From an optimization exercise on the open Yosys and OpenROAD flow, aimed at small area and a short achievable clock period; shortcuts taken in it are not production practice. Only simulation tests tie the RTL to the original design; equivalence was not proved. Power figures rest on the tool's default switching activity, not on a simulated workload.

===== design/flow/flow/exp.abc =====
strash; dch -f; map -D 900; topo; buffer -N 8; upsize -D 900; dnsize -D 900; stime -p

===== design/flow/config.mk =====
export PLATFORM = sky130hd
export DESIGN_NAME = top
export DESIGN_NICKNAME = top
export VERILOG_FILES = /design/flow/design.v
export SDC_FILE = /design/flow/constraint.sdc
export NUM_CORES = 8
export LEC_CHECK = 0
export CAP_MARGIN = 20
export CORE_MARGIN = 2
export CORE_UTILIZATION = 40
export SLEW_MARGIN = 20

===== design/flow/standard.sh =====
#!/bin/bash
# synth_recipe.tcl (not shown) runs the flow's synth.tcl, then flattens the netlist and writes it again
# the make line also repeats each setting of config.mk as NAME=value (left out here)
make -C /OpenROAD-flow-scripts/flow DESIGN_CONFIG=/design/flow/config.mk WORK_HOME=/design/flow/orfs CLKGATE_MAP_FILE= SYNTH_SCRIPT=/design/flow/synth_recipe.tcl "${@:-finish}"

===== design/flow/design.v =====
`timescale 1ns / 1ps
module top (
    input             clk,
    input      [15:0] x,
    input      [15:0] y,
    output reg [31:0] Q_p
);
  wire [15:0] ax, ay;
  wire        s;
  roba_in u_in (.x(x), .y(y), .ax(ax), .ay(ay), .s(s));
  reg  [15:0] ax_r, ay_r;
  reg         s_r;
  always @(posedge clk) begin
    ax_r <= ax;
    ay_r <= ay;
    s_r  <= s;
  end
  wire [30:0] p;
  roba_mid u_mid (.ax(ax_r), .ay(ay_r), .s(s_r), .p(p));
  always @(posedge clk)
    Q_p <= {s_r, p};
endmodule
module roba_mid (
    input  [15:0] ax,
    input  [15:0] ay,
    input         s,
    output [30:0] p
);
  wire [3:0]  ex, ey;
  wire [13:0] dx;
  roba_exp rx (.a(ax), .e(ex), .d(dx));
  roba_exp ry (.a(ay), .e(ey), .d());
  wire [30:0] A, B;
  roba_sha sha (.d(ay), .e(ex), .o(A));    
  roba_shb shb (.d(dx), .e(ey), .o(B));    
  roba_add add (.a(A), .b(B), .inv(s), .s(p));
endmodule
module roba_exp (
    input  [15:0] a,
    output [3:0]  e,
    output [13:0] d
);
  wire [15:0] m;
  wire [15:0] ar, orr;    
  genvar j;
  generate
    for (j = 0; j < 16; j = j + 1) begin : g_r
      assign ar[j] = a[15-j];
      assign m[15-j] = (j == 0) ? 1'b0 : orr[j-1];
    end
  endgenerate
  roba_por #(.N(16)) por (.i(ar), .o(orr));
  wire [16:1] ge;
  assign ge[1]  = m[0];
  assign ge[2]  = m[1];
  generate
    for (j = 3; j < 16; j = j + 1) begin : g_ge
      assign ge[j] = m[j-1] | (a[j-1] & a[j-2]);
    end
  endgenerate
  assign ge[16] = 1'b0;
  assign e[3] = ge[8];
  assign e[2] = ge[4] & ~ge[8] | ge[12];
  assign e[1] = ge[2] & ~ge[4] | ge[6] & ~ge[8] | ge[10] & ~ge[12] | ge[14];
  assign e[0] = ge[1] & ~ge[2] | ge[3] & ~ge[4] | ge[5] & ~ge[6] | ge[7] & ~ge[8]
              | ge[9] & ~ge[10] | ge[11] & ~ge[12] | ge[13] & ~ge[14] | ge[15];
  wire [15:3] upt;
  generate
    for (j = 3; j < 16; j = j + 1) begin : g_up
      assign upt[j] = a[j-1] & a[j-2] & ~m[j-1];
    end
  endgenerate
  wire up = |upt;
  generate
    for (j = 0; j < 14; j = j + 1) begin : g_d
      assign d[j] = m[j] ? a[j] : up;
    end
  endgenerate
endmodule
module roba_por #(parameter N = 16, parameter L = 4) (
    input  [N-1:0] i,
    output [N-1:0] o
);
  wire [N-1:0] t [0:L];
  assign t[0] = i;
  genvar l, k;
  generate
    for (l = 0; l < L; l = l + 1) begin : lv
      for (k = 0; k < N; k = k + 1) begin : bt
        if ((k >> l) & 1) begin : op
          assign t[l+1][k] = t[l][k] | t[l][((k >> l) << l) - 1];
        end else begin : pass
          assign t[l+1][k] = t[l][k];
        end
      end
    end
  endgenerate
  assign o = t[L];
endmodule
module roba_in (
    input  [15:0] x,
    input  [15:0] y,
    output [15:0] ax,
    output [15:0] ay,
    output        s
);
  wire ns_1, l_2, l_3, l_4, l_5, l_6, l_7, l_8, l_9, l_10, l_11, l_12, l_13, l_14, l_15, l_16, l_17, t_18, an_19, t_20, an_21, t_22, an_23, t_24, an_25, t_26, an_27, t_28, an_29, t_30, an_31, t_32, an_33, t_34, an_35, t_36, an_37, t_38, an_39, t_40, an_41, t_42, an_43, t_44, an_45, t_46, an_47, z_48, ns_49, l_50, l_51, l_52, l_53, l_54, l_55, l_56, l_57, l_58, l_59, l_60, l_61, l_62, l_63, l_64, l_65, t_66, an_67, t_68, an_69, t_70, an_71, t_72, an_73, t_74, an_75, t_76, an_77, t_78, an_79, t_80, an_81, t_82, an_83, t_84, an_85, t_86, an_87, t_88, an_89, t_90, an_91, t_92, an_93, t_94, an_95, z_96, sx_97;
  g_inv u1 (x[15], ns_1);
  g_inv u2 (x[0], l_2);
  g_nor2 u3 (x[0], x[1], l_3);
  g_nor3 u4 (x[0], x[1], x[2], l_4);
  g_nor4 u5 (x[0], x[1], x[2], x[3], l_5);
  g_inv u6 (x[4], l_6);
  g_nor2 u7 (x[4], x[5], l_7);
  g_nor3 u8 (x[4], x[5], x[6], l_8);
  g_nor4 u9 (x[4], x[5], x[6], x[7], l_9);
  g_inv u10 (x[8], l_10);
  g_nor2 u11 (x[8], x[9], l_11);
  g_nor3 u12 (x[8], x[9], x[10], l_12);
  g_nor4 u13 (x[8], x[9], x[10], x[11], l_13);
  g_inv u14 (x[12], l_14);
  g_nor2 u15 (x[12], x[13], l_15);
  g_nor3 u16 (x[12], x[13], x[14], l_16);
  g_nor4 u17 (x[12], x[13], x[14], x[15], l_17);
  g_nor2 u18 (ns_1, l_2, t_18);
  g_xnor2 u19 (x[1], t_18, an_19);
  g_nor2 u20 (ns_1, l_3, t_20);
  g_xnor2 u21 (x[2], t_20, an_21);
  g_nor2 u22 (ns_1, l_4, t_22);
  g_xnor2 u23 (x[3], t_22, an_23);
  g_nor2 u24 (ns_1, l_5, t_24);
  g_xnor2 u25 (x[4], t_24, an_25);
  g_a21oi u26 (l_6, l_5, ns_1, t_26);
  g_xnor2 u27 (x[5], t_26, an_27);
  g_a21oi u28 (l_7, l_5, ns_1, t_28);
  g_xnor2 u29 (x[6], t_28, an_29);
  g_a21oi u30 (l_8, l_5, ns_1, t_30);
  g_xnor2 u31 (x[7], t_30, an_31);
  g_a21oi u32 (l_9, l_5, ns_1, t_32);
  g_xnor2 u33 (x[8], t_32, an_33);
  g_a31oi u34 (l_10, l_5, l_9, ns_1, t_34);
  g_xnor2 u35 (x[9], t_34, an_35);
  g_a31oi u36 (l_11, l_5, l_9, ns_1, t_36);
  g_xnor2 u37 (x[10], t_36, an_37);
  g_a31oi u38 (l_12, l_5, l_9, ns_1, t_38);
  g_xnor2 u39 (x[11], t_38, an_39);
  g_a31oi u40 (l_13, l_5, l_9, ns_1, t_40);
  g_xnor2 u41 (x[12], t_40, an_41);
  g_a41oi u42 (l_14, l_5, l_9, l_13, ns_1, t_42);
  g_xnor2 u43 (x[13], t_42, an_43);
  g_a41oi u44 (l_15, l_5, l_9, l_13, ns_1, t_44);
  g_xnor2 u45 (x[14], t_44, an_45);
  g_a41oi u46 (l_16, l_5, l_9, l_13, ns_1, t_46);
  g_xnor2 u47 (x[15], t_46, an_47);
  g_and4 u48 (l_5, l_9, l_13, l_17, z_48);
  g_inv u49 (y[15], ns_49);
  g_inv u50 (y[0], l_50);
  g_nor2 u51 (y[0], y[1], l_51);
  g_nor3 u52 (y[0], y[1], y[2], l_52);
  g_nor4 u53 (y[0], y[1], y[2], y[3], l_53);
  g_inv u54 (y[4], l_54);
  g_nor2 u55 (y[4], y[5], l_55);
  g_nor3 u56 (y[4], y[5], y[6], l_56);
  g_nor4 u57 (y[4], y[5], y[6], y[7], l_57);
  g_inv u58 (y[8], l_58);
  g_nor2 u59 (y[8], y[9], l_59);
  g_nor3 u60 (y[8], y[9], y[10], l_60);
  g_nor4 u61 (y[8], y[9], y[10], y[11], l_61);
  g_inv u62 (y[12], l_62);
  g_nor2 u63 (y[12], y[13], l_63);
  g_nor3 u64 (y[12], y[13], y[14], l_64);
  g_nor4 u65 (y[12], y[13], y[14], y[15], l_65);
  g_nor2 u66 (ns_49, l_50, t_66);
  g_xnor2 u67 (y[1], t_66, an_67);
  g_nor2 u68 (ns_49, l_51, t_68);
  g_xnor2 u69 (y[2], t_68, an_69);
  g_nor2 u70 (ns_49, l_52, t_70);
  g_xnor2 u71 (y[3], t_70, an_71);
  g_nor2 u72 (ns_49, l_53, t_72);
  g_xnor2 u73 (y[4], t_72, an_73);
  g_a21oi u74 (l_54, l_53, ns_49, t_74);
  g_xnor2 u75 (y[5], t_74, an_75);
  g_a21oi u76 (l_55, l_53, ns_49, t_76);
  g_xnor2 u77 (y[6], t_76, an_77);
  g_a21oi u78 (l_56, l_53, ns_49, t_78);
  g_xnor2 u79 (y[7], t_78, an_79);
  g_a21oi u80 (l_57, l_53, ns_49, t_80);
  g_xnor2 u81 (y[8], t_80, an_81);
  g_a31oi u82 (l_58, l_53, l_57, ns_49, t_82);
  g_xnor2 u83 (y[9], t_82, an_83);
  g_a31oi u84 (l_59, l_53, l_57, ns_49, t_84);
  g_xnor2 u85 (y[10], t_84, an_85);
  g_a31oi u86 (l_60, l_53, l_57, ns_49, t_86);
  g_xnor2 u87 (y[11], t_86, an_87);
  g_a31oi u88 (l_61, l_53, l_57, ns_49, t_88);
  g_xnor2 u89 (y[12], t_88, an_89);
  g_a41oi u90 (l_62, l_53, l_57, l_61, ns_49, t_90);
  g_xnor2 u91 (y[13], t_90, an_91);
  g_a41oi u92 (l_63, l_53, l_57, l_61, ns_49, t_92);
  g_xnor2 u93 (y[14], t_92, an_93);
  g_a41oi u94 (l_64, l_53, l_57, l_61, ns_49, t_94);
  g_xnor2 u95 (y[15], t_94, an_95);
  g_and4 u96 (l_53, l_57, l_61, l_65, z_96);
  g_xnor2 u97 (x[15], y[15], sx_97);
  g_nor2 gx0 (l_2, z_96, ax[0]);
  g_nor2 gy0 (l_50, z_48, ay[0]);
  g_nor2 gx1 (an_19, z_96, ax[1]);
  g_nor2 gy1 (an_67, z_48, ay[1]);
  g_nor2 gx2 (an_21, z_96, ax[2]);
  g_nor2 gy2 (an_69, z_48, ay[2]);
  g_nor2 gx3 (an_23, z_96, ax[3]);
  g_nor2 gy3 (an_71, z_48, ay[3]);
  g_nor2 gx4 (an_25, z_96, ax[4]);
  g_nor2 gy4 (an_73, z_48, ay[4]);
  g_nor2 gx5 (an_27, z_96, ax[5]);
  g_nor2 gy5 (an_75, z_48, ay[5]);
  g_nor2 gx6 (an_29, z_96, ax[6]);
  g_nor2 gy6 (an_77, z_48, ay[6]);
  g_nor2 gx7 (an_31, z_96, ax[7]);
  g_nor2 gy7 (an_79, z_48, ay[7]);
  g_nor2 gx8 (an_33, z_96, ax[8]);
  g_nor2 gy8 (an_81, z_48, ay[8]);
  g_nor2 gx9 (an_35, z_96, ax[9]);
  g_nor2 gy9 (an_83, z_48, ay[9]);
  g_nor2 gx10 (an_37, z_96, ax[10]);
  g_nor2 gy10 (an_85, z_48, ay[10]);
  g_nor2 gx11 (an_39, z_96, ax[11]);
  g_nor2 gy11 (an_87, z_48, ay[11]);
  g_nor2 gx12 (an_41, z_96, ax[12]);
  g_nor2 gy12 (an_89, z_48, ay[12]);
  g_nor2 gx13 (an_43, z_96, ax[13]);
  g_nor2 gy13 (an_91, z_48, ay[13]);
  g_nor2 gx14 (an_45, z_96, ax[14]);
  g_nor2 gy14 (an_93, z_48, ay[14]);
  g_nor2 gx15 (an_47, z_96, ax[15]);
  g_nor2 gy15 (an_95, z_48, ay[15]);
  g_nor3 gs (sx_97, z_48, z_96, s);
endmodule
module roba_sha (
    input  [15:0] d,
    input  [3:0]  e,
    output [30:0] o
);
  wire en_1, en_2, en_3, en_4, sh_5, sh_6, sh_7, sh_8, sh_9, sh_10, sh_11, sh_12, sh_13, sh_14, sh_15, sh_16, sh_17, sh_18, sh_19, sh_20, sh_21, sh_22, sh_23, sh_24, sh_25, sh_26, sh_27, sh_28, sh_29, sh_30, sh_31, sh_32, sh_33, sh_34, sh_35, sh_36, sh_37, sh_38, sh_39, sh_40, sh_41, sh_42, sh_43, sh_44, sh_45, sh_46, sh_47, sh_48, sh_49, sh_50, sh_51, sh_52, sh_53, sh_54, sh_55, sh_56, sh_57, sh_58, sh_59, sh_60, sh_61, sh_62, sh_63, sh_64, sh_65, sh_66, sh_67, sh_68, sh_69, sh_70, sh_71, sh_72, sh_73, sh_74, sh_75, sh_76, sh_77, sh_78, sh_79, sh_80, sh_81, sh_82, sh_83, sh_84, sh_85, sh_86, sh_87, sh_88, sh_89, sh_90, sh_91, sh_92, sh_93, sh_94, sh_95, sh_96, sh_97, sh_98, sh_99, sh_100, sh_101, sh_102, sh_103, sh_104, sh_105, sh_106, sh_107, sh_108, sh_109, sh_110, sh_111, sh_112, sh_113, sh_114, sh_115, sh_116, sh_117;
  g_inv u1 (e[3], en_1);
  g_inv u2 (e[2], en_2);
  g_inv u3 (e[1], en_3);
  g_inv u4 (e[0], en_4);
  g_nand2 u5 (en_1, d[0], sh_5);
  g_nand2 u6 (en_1, d[1], sh_6);
  g_nand2 u7 (en_1, d[2], sh_7);
  g_nand2 u8 (en_1, d[3], sh_8);
  g_nand2 u9 (en_1, d[4], sh_9);
  g_nand2 u10 (en_1, d[5], sh_10);
  g_nand2 u11 (en_1, d[6], sh_11);
  g_nand2 u12 (en_1, d[7], sh_12);
  g_o22ai u13 (d[0], en_1, d[8], e[3], sh_13);
  g_o22ai u14 (d[1], en_1, d[9], e[3], sh_14);
  g_o22ai u15 (d[2], en_1, d[10], e[3], sh_15);
  g_o22ai u16 (d[3], en_1, d[11], e[3], sh_16);
  g_o22ai u17 (d[4], en_1, d[12], e[3], sh_17);
  g_o22ai u18 (d[5], en_1, d[13], e[3], sh_18);
  g_o22ai u19 (d[6], en_1, d[14], e[3], sh_19);
  g_o22ai u20 (d[7], en_1, d[15], e[3], sh_20);
  g_nand2 u21 (e[3], d[8], sh_21);
  g_nand2 u22 (e[3], d[9], sh_22);
  g_nand2 u23 (e[3], d[10], sh_23);
  g_nand2 u24 (e[3], d[11], sh_24);
  g_nand2 u25 (e[3], d[12], sh_25);
  g_nand2 u26 (e[3], d[13], sh_26);
  g_nand2 u27 (e[3], d[14], sh_27);
  g_nand2 u28 (e[3], d[15], sh_28);
  g_nor2 u29 (e[2], sh_5, sh_29);
  g_nor2 u30 (e[2], sh_6, sh_30);
  g_nor2 u31 (e[2], sh_7, sh_31);
  g_nor2 u32 (e[2], sh_8, sh_32);
  g_o22ai u33 (sh_5, en_2, sh_9, e[2], sh_33);
  g_o22ai u34 (sh_6, en_2, sh_10, e[2], sh_34);
  g_o22ai u35 (sh_7, en_2, sh_11, e[2], sh_35);
  g_o22ai u36 (sh_8, en_2, sh_12, e[2], sh_36);
  g_o22ai u37 (sh_9, en_2, sh_13, e[2], sh_37);
  g_o22ai u38 (sh_10, en_2, sh_14, e[2], sh_38);
  g_o22ai u39 (sh_11, en_2, sh_15, e[2], sh_39);
  g_o22ai u40 (sh_12, en_2, sh_16, e[2], sh_40);
  g_o22ai u41 (sh_13, en_2, sh_17, e[2], sh_41);
  g_o22ai u42 (sh_14, en_2, sh_18, e[2], sh_42);
  g_o22ai u43 (sh_15, en_2, sh_19, e[2], sh_43);
  g_o22ai u44 (sh_16, en_2, sh_20, e[2], sh_44);
  g_o22ai u45 (sh_17, en_2, sh_21, e[2], sh_45);
  g_o22ai u46 (sh_18, en_2, sh_22, e[2], sh_46);
  g_o22ai u47 (sh_19, en_2, sh_23, e[2], sh_47);
  g_o22ai u48 (sh_20, en_2, sh_24, e[2], sh_48);
  g_o22ai u49 (sh_21, en_2, sh_25, e[2], sh_49);
  g_o22ai u50 (sh_22, en_2, sh_26, e[2], sh_50);
  g_o22ai u51 (sh_23, en_2, sh_27, e[2], sh_51);
  g_o22ai u52 (sh_24, en_2, sh_28, e[2], sh_52);
  g_nor2 u53 (en_2, sh_25, sh_53);
  g_nor2 u54 (en_2, sh_26, sh_54);
  g_nor2 u55 (en_2, sh_27, sh_55);
  g_nor2 u56 (en_2, sh_28, sh_56);
  g_nand2 u57 (en_3, sh_29, sh_57);
  g_nand2 u58 (en_3, sh_30, sh_58);
  g_o22ai u59 (sh_29, en_3, sh_31, e[1], sh_59);
  g_o22ai u60 (sh_30, en_3, sh_32, e[1], sh_60);
  g_o22ai u61 (sh_31, en_3, sh_33, e[1], sh_61);
  g_o22ai u62 (sh_32, en_3, sh_34, e[1], sh_62);
  g_o22ai u63 (sh_33, en_3, sh_35, e[1], sh_63);
  g_o22ai u64 (sh_34, en_3, sh_36, e[1], sh_64);
  g_o22ai u65 (sh_35, en_3, sh_37, e[1], sh_65);
  g_o22ai u66 (sh_36, en_3, sh_38, e[1], sh_66);
  g_o22ai u67 (sh_37, en_3, sh_39, e[1], sh_67);
  g_o22ai u68 (sh_38, en_3, sh_40, e[1], sh_68);
  g_o22ai u69 (sh_39, en_3, sh_41, e[1], sh_69);
  g_o22ai u70 (sh_40, en_3, sh_42, e[1], sh_70);
  g_o22ai u71 (sh_41, en_3, sh_43, e[1], sh_71);
  g_o22ai u72 (sh_42, en_3, sh_44, e[1], sh_72);
  g_o22ai u73 (sh_43, en_3, sh_45, e[1], sh_73);
  g_o22ai u74 (sh_44, en_3, sh_46, e[1], sh_74);
  g_o22ai u75 (sh_45, en_3, sh_47, e[1], sh_75);
  g_o22ai u76 (sh_46, en_3, sh_48, e[1], sh_76);
  g_o22ai u77 (sh_47, en_3, sh_49, e[1], sh_77);
  g_o22ai u78 (sh_48, en_3, sh_50, e[1], sh_78);
  g_o22ai u79 (sh_49, en_3, sh_51, e[1], sh_79);
  g_o22ai u80 (sh_50, en_3, sh_52, e[1], sh_80);
  g_o22ai u81 (sh_51, en_3, sh_53, e[1], sh_81);
  g_o22ai u82 (sh_52, en_3, sh_54, e[1], sh_82);
  g_o22ai u83 (sh_53, en_3, sh_55, e[1], sh_83);
  g_o22ai u84 (sh_54, en_3, sh_56, e[1], sh_84);
  g_nand2 u85 (e[1], sh_55, sh_85);
  g_nand2 u86 (e[1], sh_56, sh_86);
  g_nor2 u87 (e[0], sh_57, sh_87);
  g_o22ai u88 (sh_57, en_4, sh_58, e[0], sh_88);
  g_o22ai u89 (sh_58, en_4, sh_59, e[0], sh_89);
  g_o22ai u90 (sh_59, en_4, sh_60, e[0], sh_90);
  g_o22ai u91 (sh_60, en_4, sh_61, e[0], sh_91);
  g_o22ai u92 (sh_61, en_4, sh_62, e[0], sh_92);
  g_o22ai u93 (sh_62, en_4, sh_63, e[0], sh_93);
  g_o22ai u94 (sh_63, en_4, sh_64, e[0], sh_94);
  g_o22ai u95 (sh_64, en_4, sh_65, e[0], sh_95);
  g_o22ai u96 (sh_65, en_4, sh_66, e[0], sh_96);
  g_o22ai u97 (sh_66, en_4, sh_67, e[0], sh_97);
  g_o22ai u98 (sh_67, en_4, sh_68, e[0], sh_98);
  g_o22ai u99 (sh_68, en_4, sh_69, e[0], sh_99);
  g_o22ai u100 (sh_69, en_4, sh_70, e[0], sh_100);
  g_o22ai u101 (sh_70, en_4, sh_71, e[0], sh_101);
  g_o22ai u102 (sh_71, en_4, sh_72, e[0], sh_102);
  g_o22ai u103 (sh_72, en_4, sh_73, e[0], sh_103);
  g_o22ai u104 (sh_73, en_4, sh_74, e[0], sh_104);
  g_o22ai u105 (sh_74, en_4, sh_75, e[0], sh_105);
  g_o22ai u106 (sh_75, en_4, sh_76, e[0], sh_106);
  g_o22ai u107 (sh_76, en_4, sh_77, e[0], sh_107);
  g_o22ai u108 (sh_77, en_4, sh_78, e[0], sh_108);
  g_o22ai u109 (sh_78, en_4, sh_79, e[0], sh_109);
  g_o22ai u110 (sh_79, en_4, sh_80, e[0], sh_110);
  g_o22ai u111 (sh_80, en_4, sh_81, e[0], sh_111);
  g_o22ai u112 (sh_81, en_4, sh_82, e[0], sh_112);
  g_o22ai u113 (sh_82, en_4, sh_83, e[0], sh_113);
  g_o22ai u114 (sh_83, en_4, sh_84, e[0], sh_114);
  g_o22ai u115 (sh_84, en_4, sh_85, e[0], sh_115);
  g_o22ai u116 (sh_85, en_4, sh_86, e[0], sh_116);
  g_nor2 u117 (en_4, sh_86, sh_117);
  assign o[0] = sh_87;
  assign o[1] = sh_88;
  assign o[2] = sh_89;
  assign o[3] = sh_90;
  assign o[4] = sh_91;
  assign o[5] = sh_92;
  assign o[6] = sh_93;
  assign o[7] = sh_94;
  assign o[8] = sh_95;
  assign o[9] = sh_96;
  assign o[10] = sh_97;
  assign o[11] = sh_98;
  assign o[12] = sh_99;
  assign o[13] = sh_100;
  assign o[14] = sh_101;
  assign o[15] = sh_102;
  assign o[16] = sh_103;
  assign o[17] = sh_104;
  assign o[18] = sh_105;
  assign o[19] = sh_106;
  assign o[20] = sh_107;
  assign o[21] = sh_108;
  assign o[22] = sh_109;
  assign o[23] = sh_110;
  assign o[24] = sh_111;
  assign o[25] = sh_112;
  assign o[26] = sh_113;
  assign o[27] = sh_114;
  assign o[28] = sh_115;
  assign o[29] = sh_116;
  assign o[30] = sh_117;
endmodule
module roba_shb (
    input  [13:0] d,
    input  [3:0]  e,
    output [30:0] o
);
  wire en_1, en_2, en_3, en_4, sn_5, sh_6, sh_7, sh_8, sh_9, sh_10, sh_11, sh_12, sh_13, sh_14, sh_15, sh_16, sh_17, sh_18, sh_19, sh_20, sh_21, sh_22, sh_23, sh_24, sh_25, sh_26, sh_27, sh_28, sh_29, sh_30, sh_31, sh_32, sh_33, sh_34, sh_35, sh_36, sh_37, sh_38, sh_39, sh_40, sh_41, sh_42, sh_43, sh_44, sh_45, sh_46, sh_47, sh_48, sh_49, sh_50, sh_51, sh_52, sh_53, sh_54, sh_55, sh_56, sh_57, sh_58, sh_59, sh_60, sh_61, sh_62, sh_63, sh_64, sh_65, sh_66, sh_67, sh_68, sh_69, sh_70, sh_71, sh_72, sh_73, sh_74, sh_75, sh_76, sh_77, sh_78, sh_79, sh_80, sh_81, sh_82, sh_83;
  g_inv u1 (e[0], en_1);
  g_inv u2 (e[1], en_2);
  g_inv u3 (e[2], en_3);
  g_inv u4 (e[3], en_4);
  g_inv u5 (d[13], sn_5);
  g_nand2 u6 (en_1, d[0], sh_6);
  g_o22ai u7 (d[0], en_1, d[1], e[0], sh_7);
  g_o22ai u8 (d[1], en_1, d[2], e[0], sh_8);
  g_o22ai u9 (d[2], en_1, d[3], e[0], sh_9);
  g_o22ai u10 (d[3], en_1, d[4], e[0], sh_10);
  g_o22ai u11 (d[4], en_1, d[5], e[0], sh_11);
  g_o22ai u12 (d[5], en_1, d[6], e[0], sh_12);
  g_o22ai u13 (d[6], en_1, d[7], e[0], sh_13);
  g_o22ai u14 (d[7], en_1, d[8], e[0], sh_14);
  g_o22ai u15 (d[8], en_1, d[9], e[0], sh_15);
  g_o22ai u16 (d[9], en_1, d[10], e[0], sh_16);
  g_o22ai u17 (d[10], en_1, d[11], e[0], sh_17);
  g_o22ai u18 (d[11], en_1, d[12], e[0], sh_18);
  g_o22ai u19 (d[12], en_1, d[13], e[0], sh_19);
  g_nor2 u20 (e[1], sh_6, sh_20);
  g_nor2 u21 (e[1], sh_7, sh_21);
  g_o22ai u22 (sh_6, en_2, sh_8, e[1], sh_22);
  g_o22ai u23 (sh_7, en_2, sh_9, e[1], sh_23);
  g_o22ai u24 (sh_8, en_2, sh_10, e[1], sh_24);
  g_o22ai u25 (sh_9, en_2, sh_11, e[1], sh_25);
  g_o22ai u26 (sh_10, en_2, sh_12, e[1], sh_26);
  g_o22ai u27 (sh_11, en_2, sh_13, e[1], sh_27);
  g_o22ai u28 (sh_12, en_2, sh_14, e[1], sh_28);
  g_o22ai u29 (sh_13, en_2, sh_15, e[1], sh_29);
  g_o22ai u30 (sh_14, en_2, sh_16, e[1], sh_30);
  g_o22ai u31 (sh_15, en_2, sh_17, e[1], sh_31);
  g_o22ai u32 (sh_16, en_2, sh_18, e[1], sh_32);
  g_o22ai u33 (sh_17, en_2, sh_19, e[1], sh_33);
  g_o22ai u34 (sh_18, en_2, sn_5, e[1], sh_34);
  g_o22ai u35 (sh_19, en_2, sn_5, e[1], sh_35);
  g_nand2 u36 (en_3, sh_20, sh_36);
  g_nand2 u37 (en_3, sh_21, sh_37);
  g_nand2 u38 (en_3, sh_22, sh_38);
  g_nand2 u39 (en_3, sh_23, sh_39);
  g_o22ai u40 (sh_20, en_3, sh_24, e[2], sh_40);
  g_o22ai u41 (sh_21, en_3, sh_25, e[2], sh_41);
  g_o22ai u42 (sh_22, en_3, sh_26, e[2], sh_42);
  g_o22ai u43 (sh_23, en_3, sh_27, e[2], sh_43);
  g_o22ai u44 (sh_24, en_3, sh_28, e[2], sh_44);
  g_o22ai u45 (sh_25, en_3, sh_29, e[2], sh_45);
  g_o22ai u46 (sh_26, en_3, sh_30, e[2], sh_46);
  g_o22ai u47 (sh_27, en_3, sh_31, e[2], sh_47);
  g_o22ai u48 (sh_28, en_3, sh_32, e[2], sh_48);
  g_o22ai u49 (sh_29, en_3, sh_33, e[2], sh_49);
  g_o22ai u50 (sh_30, en_3, sh_34, e[2], sh_50);
  g_o22ai u51 (sh_31, en_3, sh_35, e[2], sh_51);
  g_o22ai u52 (sh_32, en_3, d[13], e[2], sh_52);
  g_o22ai u53 (sh_33, en_3, d[13], e[2], sh_53);
  g_o22ai u54 (sh_34, en_3, d[13], e[2], sh_54);
  g_o22ai u55 (sh_35, en_3, d[13], e[2], sh_55);
  g_nor2 u56 (e[3], sh_36, sh_56);
  g_nor2 u57 (e[3], sh_37, sh_57);
  g_nor2 u58 (e[3], sh_38, sh_58);
  g_nor2 u59 (e[3], sh_39, sh_59);
  g_nor2 u60 (e[3], sh_40, sh_60);
  g_nor2 u61 (e[3], sh_41, sh_61);
  g_nor2 u62 (e[3], sh_42, sh_62);
  g_nor2 u63 (e[3], sh_43, sh_63);
  g_o22ai u64 (sh_36, en_4, sh_44, e[3], sh_64);
  g_o22ai u65 (sh_37, en_4, sh_45, e[3], sh_65);
  g_o22ai u66 (sh_38, en_4, sh_46, e[3], sh_66);
  g_o22ai u67 (sh_39, en_4, sh_47, e[3], sh_67);
  g_o22ai u68 (sh_40, en_4, sh_48, e[3], sh_68);
  g_o22ai u69 (sh_41, en_4, sh_49, e[3], sh_69);
  g_o22ai u70 (sh_42, en_4, sh_50, e[3], sh_70);
  g_o22ai u71 (sh_43, en_4, sh_51, e[3], sh_71);
  g_o22ai u72 (sh_44, en_4, sh_52, e[3], sh_72);
  g_o22ai u73 (sh_45, en_4, sh_53, e[3], sh_73);
  g_o22ai u74 (sh_46, en_4, sh_54, e[3], sh_74);
  g_o22ai u75 (sh_47, en_4, sh_55, e[3], sh_75);
  g_o22ai u76 (sh_48, en_4, sn_5, e[3], sh_76);
  g_o22ai u77 (sh_49, en_4, sn_5, e[3], sh_77);
  g_o22ai u78 (sh_50, en_4, sn_5, e[3], sh_78);
  g_o22ai u79 (sh_51, en_4, sn_5, e[3], sh_79);
  g_o22ai u80 (sh_52, en_4, sn_5, e[3], sh_80);
  g_o22ai u81 (sh_53, en_4, sn_5, e[3], sh_81);
  g_o22ai u82 (sh_54, en_4, sn_5, e[3], sh_82);
  g_o22ai u83 (sh_55, en_4, sn_5, e[3], sh_83);
  assign o[0] = sh_56;
  assign o[1] = sh_57;
  assign o[2] = sh_58;
  assign o[3] = sh_59;
  assign o[4] = sh_60;
  assign o[5] = sh_61;
  assign o[6] = sh_62;
  assign o[7] = sh_63;
  assign o[8] = sh_64;
  assign o[9] = sh_65;
  assign o[10] = sh_66;
  assign o[11] = sh_67;
  assign o[12] = sh_68;
  assign o[13] = sh_69;
  assign o[14] = sh_70;
  assign o[15] = sh_71;
  assign o[16] = sh_72;
  assign o[17] = sh_73;
  assign o[18] = sh_74;
  assign o[19] = sh_75;
  assign o[20] = sh_76;
  assign o[21] = sh_77;
  assign o[22] = sh_78;
  assign o[23] = sh_79;
  assign o[24] = sh_80;
  assign o[25] = sh_81;
  assign o[26] = sh_82;
  assign o[27] = sh_83;
  assign o[28] = d[13];
  assign o[29] = d[13];
  assign o[30] = d[13];
endmodule
module roba_add (
    input  [30:0] a,
    input  [30:0] b,
    input         inv,
    output [30:0] s
);
  wire g_1, h_2, g_3, h_4, g_5, h_6, g_7, h_8, g_9, h_10, g_11, h_12, g_13, h_14, g_15, h_16, g_17, h_18, g_19, h_20, g_21, h_22, g_23, h_24, g_25, h_26, g_27, h_28, g_29, h_30, g_31, h_32, g_33, h_34, g_35, h_36, g_37, h_38, g_39, h_40, g_41, h_42, g_43, h_44, g_45, h_46, g_47, h_48, g_49, h_50, g_51, h_52, g_53, h_54, g_55, h_56, g_57, h_58, g_59, h_60, g_61, h_62, G_63, G_64, P_65, G_66, P_67, G_68, P_69, G_70, P_71, G_72, P_73, G_74, P_75, G_76, P_77, G_78, P_79, G_80, P_81, G_82, P_83, G_84, P_85, G_86, P_87, G_88, P_89, G_90, P_91, i_92, G_93, G_94, i_95, G_96, i_97, P_98, G_99, P_100, i_101, G_102, i_103, P_104, G_105, P_106, i_107, G_108, i_109, P_110, G_111, P_112, i_113, G_114, i_115, P_116, G_117, P_118, i_119, G_120, i_121, P_122, G_123, P_124, i_125, G_126, i_127, P_128, G_129, P_130, i_131, G_132, i_133, P_134, G_135, i_136, G_137, G_138, G_139, G_140, P_141, i_142, G_143, i_144, P_145, G_146, P_147, G_148, P_149, G_150, P_151, i_152, G_153, i_154, P_155, G_156, P_157, G_158, P_159, G_160, P_161, i_162, G_163, i_164, P_165, G_166, P_167, i_168, G_169, G_170, G_171, G_172, G_173, G_174, G_175, G_176, i_177, G_178, i_179, P_180, G_181, P_182, G_183, P_184, G_185, P_186, G_187, P_188, G_189, P_190, G_191, P_192, G_193, i_194, G_195, G_196, G_197, G_198, G_199, G_200, G_201, G_202, G_203, G_204, G_205, G_206, G_207, G_208, hs_209, hs_210, o_211, hs_212, o_213, hs_214, o_215, hs_216, o_217, hs_218, o_219, hs_220, o_221, hs_222, o_223, hs_224, o_225, hs_226, o_227, hs_228, o_229, hs_230, o_231, hs_232, o_233, hs_234, o_235, hs_236, o_237, hs_238, o_239, hs_240, o_241, hs_242, o_243, hs_244, o_245, hs_246, o_247, hs_248, o_249, hs_250, o_251, hs_252, o_253, hs_254, o_255, hs_256, o_257, hs_258, o_259, hs_260, o_261, hs_262, o_263, hs_264, o_265, hs_266, o_267, hs_268, o_269;
  g_nand2 u1 (a[0], b[0], g_1);
  g_xnor2 u2 (a[0], b[0], h_2);
  g_nand2 u3 (a[1], b[1], g_3);
  g_xnor2 u4 (a[1], b[1], h_4);
  g_nand2 u5 (a[2], b[2], g_5);
  g_xnor2 u6 (a[2], b[2], h_6);
  g_nand2 u7 (a[3], b[3], g_7);
  g_xnor2 u8 (a[3], b[3], h_8);
  g_nand2 u9 (a[4], b[4], g_9);
  g_xnor2 u10 (a[4], b[4], h_10);
  g_nand2 u11 (a[5], b[5], g_11);
  g_xnor2 u12 (a[5], b[5], h_12);
  g_nand2 u13 (a[6], b[6], g_13);
  g_xnor2 u14 (a[6], b[6], h_14);
  g_nand2 u15 (a[7], b[7], g_15);
  g_xnor2 u16 (a[7], b[7], h_16);
  g_nand2 u17 (a[8], b[8], g_17);
  g_xnor2 u18 (a[8], b[8], h_18);
  g_nand2 u19 (a[9], b[9], g_19);
  g_xnor2 u20 (a[9], b[9], h_20);
  g_nand2 u21 (a[10], b[10], g_21);
  g_xnor2 u22 (a[10], b[10], h_22);
  g_nand2 u23 (a[11], b[11], g_23);
  g_xnor2 u24 (a[11], b[11], h_24);
  g_nand2 u25 (a[12], b[12], g_25);
  g_xnor2 u26 (a[12], b[12], h_26);
  g_nand2 u27 (a[13], b[13], g_27);
  g_xnor2 u28 (a[13], b[13], h_28);
  g_nand2 u29 (a[14], b[14], g_29);
  g_xnor2 u30 (a[14], b[14], h_30);
  g_nand2 u31 (a[15], b[15], g_31);
  g_xnor2 u32 (a[15], b[15], h_32);
  g_nand2 u33 (a[16], b[16], g_33);
  g_xnor2 u34 (a[16], b[16], h_34);
  g_nand2 u35 (a[17], b[17], g_35);
  g_xnor2 u36 (a[17], b[17], h_36);
  g_nand2 u37 (a[18], b[18], g_37);
  g_xnor2 u38 (a[18], b[18], h_38);
  g_nand2 u39 (a[19], b[19], g_39);
  g_xnor2 u40 (a[19], b[19], h_40);
  g_nand2 u41 (a[20], b[20], g_41);
  g_xnor2 u42 (a[20], b[20], h_42);
  g_nand2 u43 (a[21], b[21], g_43);
  g_xnor2 u44 (a[21], b[21], h_44);
  g_nand2 u45 (a[22], b[22], g_45);
  g_xnor2 u46 (a[22], b[22], h_46);
  g_nand2 u47 (a[23], b[23], g_47);
  g_xnor2 u48 (a[23], b[23], h_48);
  g_nand2 u49 (a[24], b[24], g_49);
  g_xnor2 u50 (a[24], b[24], h_50);
  g_nand2 u51 (a[25], b[25], g_51);
  g_xnor2 u52 (a[25], b[25], h_52);
  g_nand2 u53 (a[26], b[26], g_53);
  g_xnor2 u54 (a[26], b[26], h_54);
  g_nand2 u55 (a[27], b[27], g_55);
  g_xnor2 u56 (a[27], b[27], h_56);
  g_nand2 u57 (a[28], b[28], g_57);
  g_xnor2 u58 (a[28], b[28], h_58);
  g_nand2 u59 (a[29], b[29], g_59);
  g_xnor2 u60 (a[29], b[29], h_60);
  g_nand2 u61 (a[30], b[30], g_61);
  g_xnor2 u62 (a[30], b[30], h_62);
  g_o21ai u63 (h_4, g_1, g_3, G_63);
  g_o21ai u64 (h_8, g_5, g_7, G_64);
  g_nor2 u65 (h_8, h_6, P_65);
  g_o21ai u66 (h_12, g_9, g_11, G_66);
  g_nor2 u67 (h_12, h_10, P_67);
  g_o21ai u68 (h_16, g_13, g_15, G_68);
  g_nor2 u69 (h_16, h_14, P_69);
  g_o21ai u70 (h_20, g_17, g_19, G_70);
  g_nor2 u71 (h_20, h_18, P_71);
  g_o21ai u72 (h_24, g_21, g_23, G_72);
  g_nor2 u73 (h_24, h_22, P_73);
  g_o21ai u74 (h_28, g_25, g_27, G_74);
  g_nor2 u75 (h_28, h_26, P_75);
  g_o21ai u76 (h_32, g_29, g_31, G_76);
  g_nor2 u77 (h_32, h_30, P_77);
  g_o21ai u78 (h_36, g_33, g_35, G_78);
  g_nor2 u79 (h_36, h_34, P_79);
  g_o21ai u80 (h_40, g_37, g_39, G_80);
  g_nor2 u81 (h_40, h_38, P_81);
  g_o21ai u82 (h_44, g_41, g_43, G_82);
  g_nor2 u83 (h_44, h_42, P_83);
  g_o21ai u84 (h_48, g_45, g_47, G_84);
  g_nor2 u85 (h_48, h_46, P_85);
  g_o21ai u86 (h_52, g_49, g_51, G_86);
  g_nor2 u87 (h_52, h_50, P_87);
  g_o21ai u88 (h_56, g_53, g_55, G_88);
  g_nor2 u89 (h_56, h_54, P_89);
  g_o21ai u90 (h_60, g_57, g_59, G_90);
  g_nor2 u91 (h_60, h_58, P_91);
  g_inv u92 (G_63, i_92);
  g_o21ai u93 (h_6, i_92, g_5, G_93);
  g_a21oi u94 (P_65, G_63, G_64, G_94);
  g_inv u95 (G_66, i_95);
  g_o21ai u96 (h_14, i_95, g_13, G_96);
  g_inv u97 (P_67, i_97);
  g_nor2 u98 (h_14, i_97, P_98);
  g_a21oi u99 (P_69, G_66, G_68, G_99);
  g_nand2 u100 (P_69, P_67, P_100);
  g_inv u101 (G_70, i_101);
  g_o21ai u102 (h_22, i_101, g_21, G_102);
  g_inv u103 (P_71, i_103);
  g_nor2 u104 (h_22, i_103, P_104);
  g_a21oi u105 (P_73, G_70, G_72, G_105);
  g_nand2 u106 (P_73, P_71, P_106);
  g_inv u107 (G_74, i_107);
  g_o21ai u108 (h_30, i_107, g_29, G_108);
  g_inv u109 (P_75, i_109);
  g_nor2 u110 (h_30, i_109, P_110);
  g_a21oi u111 (P_77, G_74, G_76, G_111);
  g_nand2 u112 (P_77, P_75, P_112);
  g_inv u113 (G_78, i_113);
  g_o21ai u114 (h_38, i_113, g_37, G_114);
  g_inv u115 (P_79, i_115);
  g_nor2 u116 (h_38, i_115, P_116);
  g_a21oi u117 (P_81, G_78, G_80, G_117);
  g_nand2 u118 (P_81, P_79, P_118);
  g_inv u119 (G_82, i_119);
  g_o21ai u120 (h_46, i_119, g_45, G_120);
  g_inv u121 (P_83, i_121);
  g_nor2 u122 (h_46, i_121, P_122);
  g_a21oi u123 (P_85, G_82, G_84, G_123);
  g_nand2 u124 (P_85, P_83, P_124);
  g_inv u125 (G_86, i_125);
  g_o21ai u126 (h_54, i_125, g_53, G_126);
  g_inv u127 (P_87, i_127);
  g_nor2 u128 (h_54, i_127, P_128);
  g_a21oi u129 (P_89, G_86, G_88, G_129);
  g_nand2 u130 (P_89, P_87, P_130);
  g_inv u131 (G_90, i_131);
  g_o21ai u132 (h_62, i_131, g_61, G_132);
  g_inv u133 (P_91, i_133);
  g_nor2 u134 (h_62, i_133, P_134);
  g_o21ai u135 (h_10, G_94, g_9, G_135);
  g_inv u136 (G_94, i_136);
  g_a21oi u137 (P_67, i_136, G_66, G_137);
  g_a21oi u138 (P_98, i_136, G_96, G_138);
  g_o21ai u139 (P_100, G_94, G_99, G_139);
  g_o21ai u140 (h_26, G_105, g_25, G_140);
  g_nor2 u141 (h_26, P_106, P_141);
  g_inv u142 (G_105, i_142);
  g_a21oi u143 (P_75, i_142, G_74, G_143);
  g_inv u144 (P_106, i_144);
  g_nand2 u145 (P_75, i_144, P_145);
  g_a21oi u146 (P_110, i_142, G_108, G_146);
  g_nand2 u147 (P_110, i_144, P_147);
  g_o21ai u148 (P_112, G_105, G_111, G_148);
  g_nor2 u149 (P_112, P_106, P_149);
  g_o21ai u150 (h_42, G_117, g_41, G_150);
  g_nor2 u151 (h_42, P_118, P_151);
  g_inv u152 (G_117, i_152);
  g_a21oi u153 (P_83, i_152, G_82, G_153);
  g_inv u154 (P_118, i_154);
  g_nand2 u155 (P_83, i_154, P_155);
  g_a21oi u156 (P_122, i_152, G_120, G_156);
  g_nand2 u157 (P_122, i_154, P_157);
  g_o21ai u158 (P_124, G_117, G_123, G_158);
  g_nor2 u159 (P_124, P_118, P_159);
  g_o21ai u160 (h_58, G_129, g_57, G_160);
  g_nor2 u161 (h_58, P_130, P_161);
  g_inv u162 (G_129, i_162);
  g_a21oi u163 (P_91, i_162, G_90, G_163);
  g_inv u164 (P_130, i_164);
  g_nand2 u165 (P_91, i_164, P_165);
  g_a21oi u166 (P_134, i_162, G_132, G_166);
  g_nand2 u167 (P_134, i_164, P_167);
  g_inv u168 (G_139, i_168);
  g_o21ai u169 (h_18, i_168, g_17, G_169);
  g_a21oi u170 (P_71, G_139, G_70, G_170);
  g_a21oi u171 (P_104, G_139, G_102, G_171);
  g_o21ai u172 (P_106, i_168, G_105, G_172);
  g_a21oi u173 (P_141, G_139, G_140, G_173);
  g_o21ai u174 (P_145, i_168, G_143, G_174);
  g_o21ai u175 (P_147, i_168, G_146, G_175);
  g_a21oi u176 (P_149, G_139, G_148, G_176);
  g_inv u177 (G_158, i_177);
  g_o21ai u178 (h_50, i_177, g_49, G_178);
  g_inv u179 (P_159, i_179);
  g_nor2 u180 (h_50, i_179, P_180);
  g_a21oi u181 (P_87, G_158, G_86, G_181);
  g_nand2 u182 (P_87, P_159, P_182);
  g_a21oi u183 (P_128, G_158, G_126, G_183);
  g_nand2 u184 (P_128, P_159, P_184);
  g_o21ai u185 (P_130, i_177, G_129, G_185);
  g_nor2 u186 (P_130, i_179, P_186);
  g_a21oi u187 (P_161, G_158, G_160, G_187);
  g_nand2 u188 (P_161, P_159, P_188);
  g_o21ai u189 (P_165, i_177, G_163, G_189);
  g_nor2 u190 (P_165, i_179, P_190);
  g_o21ai u191 (P_167, i_177, G_166, G_191);
  g_nor2 u192 (P_167, i_179, P_192);
  g_o21ai u193 (h_34, G_176, g_33, G_193);
  g_inv u194 (G_176, i_194);
  g_a21oi u195 (P_79, i_194, G_78, G_195);
  g_a21oi u196 (P_116, i_194, G_114, G_196);
  g_o21ai u197 (P_118, G_176, G_117, G_197);
  g_a21oi u198 (P_151, i_194, G_150, G_198);
  g_o21ai u199 (P_155, G_176, G_153, G_199);
  g_o21ai u200 (P_157, G_176, G_156, G_200);
  g_a21oi u201 (P_159, i_194, G_158, G_201);
  g_a21oi u202 (P_180, i_194, G_178, G_202);
  g_o21ai u203 (P_182, G_176, G_181, G_203);
  g_o21ai u204 (P_184, G_176, G_183, G_204);
  g_a21oi u205 (P_186, i_194, G_185, G_205);
  g_o21ai u206 (P_188, G_176, G_187, G_206);
  g_a21oi u207 (P_190, i_194, G_189, G_207);
  g_a21oi u208 (P_192, i_194, G_191, G_208);
  g_xnor2 u209 (h_2, inv, hs_209);
  g_xnor2 u210 (h_4, inv, hs_210);
  g_xnor2 u211 (hs_210, g_1, o_211);
  g_xnor2 u212 (h_6, inv, hs_212);
  g_xor2 u213 (hs_212, G_63, o_213);
  g_xnor2 u214 (h_8, inv, hs_214);
  g_xor2 u215 (hs_214, G_93, o_215);
  g_xnor2 u216 (h_10, inv, hs_216);
  g_xnor2 u217 (hs_216, G_94, o_217);
  g_xnor2 u218 (h_12, inv, hs_218);
  g_xor2 u219 (hs_218, G_135, o_219);
  g_xnor2 u220 (h_14, inv, hs_220);
  g_xnor2 u221 (hs_220, G_137, o_221);
  g_xnor2 u222 (h_16, inv, hs_222);
  g_xnor2 u223 (hs_222, G_138, o_223);
  g_xnor2 u224 (h_18, inv, hs_224);
  g_xor2 u225 (hs_224, G_139, o_225);
  g_xnor2 u226 (h_20, inv, hs_226);
  g_xor2 u227 (hs_226, G_169, o_227);
  g_xnor2 u228 (h_22, inv, hs_228);
  g_xnor2 u229 (hs_228, G_170, o_229);
  g_xnor2 u230 (h_24, inv, hs_230);
  g_xnor2 u231 (hs_230, G_171, o_231);
  g_xnor2 u232 (h_26, inv, hs_232);
  g_xor2 u233 (hs_232, G_172, o_233);
  g_xnor2 u234 (h_28, inv, hs_234);
  g_xnor2 u235 (hs_234, G_173, o_235);
  g_xnor2 u236 (h_30, inv, hs_236);
  g_xor2 u237 (hs_236, G_174, o_237);
  g_xnor2 u238 (h_32, inv, hs_238);
  g_xor2 u239 (hs_238, G_175, o_239);
  g_xnor2 u240 (h_34, inv, hs_240);
  g_xnor2 u241 (hs_240, G_176, o_241);
  g_xnor2 u242 (h_36, inv, hs_242);
  g_xor2 u243 (hs_242, G_193, o_243);
  g_xnor2 u244 (h_38, inv, hs_244);
  g_xnor2 u245 (hs_244, G_195, o_245);
  g_xnor2 u246 (h_40, inv, hs_246);
  g_xnor2 u247 (hs_246, G_196, o_247);
  g_xnor2 u248 (h_42, inv, hs_248);
  g_xor2 u249 (hs_248, G_197, o_249);
  g_xnor2 u250 (h_44, inv, hs_250);
  g_xnor2 u251 (hs_250, G_198, o_251);
  g_xnor2 u252 (h_46, inv, hs_252);
  g_xor2 u253 (hs_252, G_199, o_253);
  g_xnor2 u254 (h_48, inv, hs_254);
  g_xor2 u255 (hs_254, G_200, o_255);
  g_xnor2 u256 (h_50, inv, hs_256);
  g_xnor2 u257 (hs_256, G_201, o_257);
  g_xnor2 u258 (h_52, inv, hs_258);
  g_xnor2 u259 (hs_258, G_202, o_259);
  g_xnor2 u260 (h_54, inv, hs_260);
  g_xor2 u261 (hs_260, G_203, o_261);
  g_xnor2 u262 (h_56, inv, hs_262);
  g_xor2 u263 (hs_262, G_204, o_263);
  g_xnor2 u264 (h_58, inv, hs_264);
  g_xnor2 u265 (hs_264, G_205, o_265);
  g_xnor2 u266 (h_60, inv, hs_266);
  g_xor2 u267 (hs_266, G_206, o_267);
  g_xnor2 u268 (h_62, inv, hs_268);
  g_xnor2 u269 (hs_268, G_207, o_269);
  assign s[0] = hs_209;
  assign s[1] = o_211;
  assign s[2] = o_213;
  assign s[3] = o_215;
  assign s[4] = o_217;
  assign s[5] = o_219;
  assign s[6] = o_221;
  assign s[7] = o_223;
  assign s[8] = o_225;
  assign s[9] = o_227;
  assign s[10] = o_229;
  assign s[11] = o_231;
  assign s[12] = o_233;
  assign s[13] = o_235;
  assign s[14] = o_237;
  assign s[15] = o_239;
  assign s[16] = o_241;
  assign s[17] = o_243;
  assign s[18] = o_245;
  assign s[19] = o_247;
  assign s[20] = o_249;
  assign s[21] = o_251;
  assign s[22] = o_253;
  assign s[23] = o_255;
  assign s[24] = o_257;
  assign s[25] = o_259;
  assign s[26] = o_261;
  assign s[27] = o_263;
  assign s[28] = o_265;
  assign s[29] = o_267;
  assign s[30] = o_269;
endmodule
module g_inv   (input a, output y);                   assign y = ~a;                      endmodule
module g_nand2 (input a, input b, output y);          assign y = ~(a & b);                endmodule
module g_nor2  (input a, input b, output y);          assign y = ~(a | b);                endmodule
module g_xor2  (input a, input b, output y);          assign y = a ^ b;                   endmodule
module g_xnor2 (input a, input b, output y);          assign y = ~(a ^ b);                endmodule
module g_a21oi (input a1, input a2, input b1, output y); assign y = ~((a1 & a2) | b1);    endmodule
module g_o21ai (input a1, input a2, input b1, output y); assign y = ~((a1 | a2) & b1);    endmodule
module g_o22ai (input a1, input a2, input b1, input b2, output y); assign y = ~((a1 | a2) & (b1 | b2)); endmodule
module g_nor3  (input a, input b, input c, output y); assign y = ~(a | b | c);          endmodule
module g_nor4  (input a, input b, input c, input d, output y); assign y = ~(a | b | c | d); endmodule
module g_and4  (input a, input b, input c, input d, output y); assign y = a & b & c & d;  endmodule
module g_a31oi (input a1, input a2, input a3, input b1, output y); assign y = ~((a1 & a2 & a3) | b1); endmodule
module g_a41oi (input a1, input a2, input a3, input a4, input b1, output y); assign y = ~((a1 & a2 & a3 & a4) | b1); endmodule

===== design/flow/flow/gate.abc =====
strash; map -a

===== design/flow/flow/settings.sh =====
SETUP_MARGIN=9.5
PORT_BUF=sky130_fd_sc_hd__buf_1
KEEP="roba_exp g_inv g_nand2 g_nor2 g_xor2 g_xnor2 g_a21oi g_o21ai g_o22ai g_nor3 g_nor4 g_and4 g_a31oi g_a41oi"
ABC_PLAN="roba_exp exp.abc g_* gate.abc top amap.abc"
EXTRA_MK='export ADDER_MAP_FILE =
export CTS_BUF_LIST = sky130_fd_sc_hd__clkbuf_16
export CTS_CLUSTER_SIZE = 64
export CTS_CLUSTER_DIAMETER = 200'

===== design/flow/flow/amap.abc =====
strash; dch -f; amap

===== design/flow/flow/fast.abc =====
strash; dch -f; map -D 700; topo; buffer -N 6; upsize -D 700; dnsize -D 700; stime -p

===== design/flow/flow/run.sh =====
#!/bin/bash
# Own layout flow: the standard ORFS flow with these changes:
#  - synthesis keeps the modules named in KEEP (flattened again at the end, as the standard flow's script
#    does) so that ABC maps each with a script of its own (ABC_PLAN: module:script pairs);
#  - ports get PORT_BUF buffers;
#  - timing repair aims SETUP_MARGIN ns below the clock period.
# Every tool's output goes to a log file in the work folder (and ORFS's own logs under orfs/logs).
set -euo pipefail
WORK=$(pwd)
FLOWDIR=$WORK/flow
source $FLOWDIR/settings.sh

cp config.mk my_config.mk
cat >> my_config.mk <<EOC
export SETUP_SLACK_MARGIN = ${SETUP_MARGIN}
export TNS_END_PERCENT = 100
export BUFFER_PORTS_ARGS = -buffer_cell ${PORT_BUF}
export SYNTH_KEEP_MODULES = ${KEEP:-}
EOC
[ -n "${EXTRA_MK:-}" ] && printf '%b\n' "$EXTRA_MK" >> my_config.mk

# synthesis script: the standard flow's, with abc run once per module of ABC_PLAN, each with its own script
{
  echo "proc abc {args} {"
  echo "  set i [lsearch -exact \$args -script]"
  echo "  foreach {mod scr} {${ABC_PLAN}} {"
  echo "    set a \$args"
  echo "    lset a [expr {\$i + 1}] $FLOWDIR/\$scr"
  echo "    yosys abc {*}\$a \$mod"
  echo "  }"
  echo "}"
  cat synth_recipe.tcl
} > my_synth.tcl

make -C "$FLOW_HOME" DESIGN_CONFIG=$WORK/my_config.mk WORK_HOME=$WORK/orfs CLKGATE_MAP_FILE= \
  SYNTH_SCRIPT=$WORK/my_synth.tcl finish > $WORK/make_finish.log 2>&1

RES=$WORK/orfs/results/$FLOW_PLATFORM/top/base
: # left out here: write the final layout as DEF

===== design/flow/constraint.sdc =====
create_clock -name core_clock -period 14.0 [get_ports {clk}]
set_input_delay 2.8000 -clock core_clock [delete_from_list [all_inputs] [get_ports {clk}]]
set_output_delay 2.8000 -clock core_clock [all_outputs]
set_load 0.01 [all_outputs]

==> results.toml <==
[run_status]
outcome = "complete, no violations"

[worst_setup_path]
crit_type = "primary input to flip-flop"
cp-start-kind = "primary input"
worstPathRequired_ps = 14200
reg2reg_depth = 23
crit_start = "y[5]"
cp_slowest_cell = "nor4_2"
endpoint_kind = "flip-flop"
cp.depth = 5
r2r-end = "Q_p[26]"
path_delay_family = "simple AND/OR/NAND/NOR gates"
r2r_start = "ay_r[14]"
cp_data_arrival_time_ps = 4460
crit_buf_inv = 1
crit_end = "ax_r[12]"
slowest_delay_ps = 690
crit_fanout = 17
cp_cell_sequence = "buf_1 > nor4_2 > nand3_1 > nor2_2 > nor2_1"
ff2ff_setup_slack_ps = 9800

[sta]
worst_pin_slew_ps = 997
fmax_ghz = 0.234
finalSetupTns_ps = 0
period_minus_slack_ps = 4270
finalClockSkew_ps = 11.4
hold_viol_final = 0
fin_ws_ps = 9730
rsz0062_at_grt = "false"
final-max-slew-violation-count = 0
fin_crit_sh_pct = 30.5
setup_viol = 0
slew_headroom_pct = 33.5

[route]
drt_wl_total_mm = 15.1
post-route-drc-count = 0
drtAntennaViolNets = 0
drt-initial-drc-count = 541
vias = 5934
wire_per_inst_um = 13.9
drt_pass1_iterations = 5
via_per_inst = 5.46

[logic_synthesis]
synthCells = 811
yosys_warnings = 2
syn-cell-area_mm2 = 0.00556
syn_nets = 844
synth_area_per_cell_um2 = 6.86

[clock_network]
cts_root_buf = "clkbuf_16"
htreeDepth = 3
clk_pin_slew_ps = 50
cts-hold-fix-buffers = 0
insertion_delay_ps = 350
cts_sinks = 65
cts_tree = "yes"
cts_buffers = 9
cts_max_path_buffers = 2

[pwr]
power_w = 0.000957
vdd_drop_max_mv = 0.0752
power_density_mw_per_mm2 = 142
power.leakage_nw = 2.23

[placement]
place.gp.congestion = 0.912
port_buffers = 64
dpl_cell_area_mm2 = 0.00612
hpwl_mm = 11.3
pre_cts_slack_ps = 8690

[final_layout]
diodes = 0
fin_area_mm2 = 0.00675
drive_above_1_share_pct = 11.1
utilization_pct = 49.2
final_cell_mix = "o22ai_1 (145), nor2_1 (117), xnor2_1 (98)"
mostFrequentLayoutCell = "o22ai_1"
area_growth_pct = 21.3
fin_nets = 935

[die]
row_count = 43
core_mm2 = 0.0137
ioPinCount = 65
die_w_um = 122
initial_utilization_pct = 40.6
design.die.area_mm2 = 0.0149
fp.dieH_um = 122

[global_route]
antenna_found_initial = 0
grt-ovfl-total = 0
grt_max_degree = 33
grt_pass1_vias = 5069
grt_pass1_wl_mm = 24.2
grtUsageTotal_pct = 20.2

[worst_hold_path]
hp-class = "flip-flop to flip-flop"

[flow_run]
max-cap-violations = 0
state kept, by name, indices dropped and copies added (netlist names):
register / cells
ay_r: 16
Q_p: 32
s_r: 1
ax_r: 16
layout make-up:
cell class,instances,area (um2)
clock inverters,7,61.3
fillers,1406,6970
well taps,180,225
multi-input cells,665,4230
repair buffers,80,364
repair inverters,1,6.26
clock buffers,9,225
flip-flops and latches,65,1300
inverters,80,337
metrics by stage:
step	hold slack (ps)	cells
after floorplan	718	811
after global placement	825	1055
after detailed placement	789	1055
after CTS	804	1077
after global routing	866	1087
final	807	1087
worst min-delay path by stage:
stage,start,slack [ps],depth (start not counted),endpoint
2_1_floorplan,ay_r[0],720,6,Q_p[1]
3_3_place_gp,ay_r[0],830,6,Q_p[1]
3_5_place_dp,ay_r[0],790,6,Q_p[1]
4_1_cts,ay_r[0],800,6,Q_p[1]
5_1_grt,ay_r[0],870,6,Q_p[1]
6_report,ay_r[0],810,6,Q_p[1]
metal layers:
layer / wire length (um) / vias to the layer above / GRT usage (%) / share of wire (%)
li1: - / 3108 / - / -
met1: 7230 / 2574 / 27.6 / 48
met2: 6520 / 220 / 31.0 / 43
met3: 1010 / 32 / 4.31 / 6.7
met4: 372 / 0 / 7.83 / 2.5
met5: 0 / - / 0 / 0
report_power, final:
group          total, W  leakage [nW]  internal [W]  switching, W
clock          0.000221         0.134      0.000135     0.0000860
sequential     0.000266         0.549      0.000236     0.0000296
combinational  0.000470          1.55      0.000192      0.000278
timing repair:
item | in CTS | in global routing
gates resized for setup | 16 | 34
gates cloned | 3 | 0
endpoints found under the setup margin | 44 | 39
pin swaps | 4 | 5
setup buffers | 3 | 10
tightest hold or removal path, stage by stage, from the launching register on:
cell and delay [ps]:
dfxtp_1 320, nand2_1 80, nor2_1 60, nand2_1 70, nor2_1 60, nand2_1 90
xnor2_1 70

[afterwards: timing with drivers on the ports]
Ports are ideal in the flow. The routed layout listed here was re-timed in OpenROAD. Step 1 (the two cells are an assumption about what drives the block):
set clk [get_ports {clk}]
set_driving_cell -lib_cell sky130_fd_sc_hd__clkbuf_16 $clk
set_driving_cell -lib_cell sky130_fd_sc_hd__buf_2 [delete_from_list [all_inputs] $clk]
Step 2 also shifts input and output timing later by t, the mid clock arrival at the registers, as if the neighbouring blocks saw the same clock. Three values: no drivers, after step 1, after step 2; two values: the first two.
t, ns: 0.386
setup WS [ns]: 9.732 / 9.755 / 9.370
worst slew at a driven data input, ns: 0.03
After both steps this run still meets setup and hold. For this run, drivers alone change the setup slack by +0.023 ns; drivers and shift together by -0.362 ns.
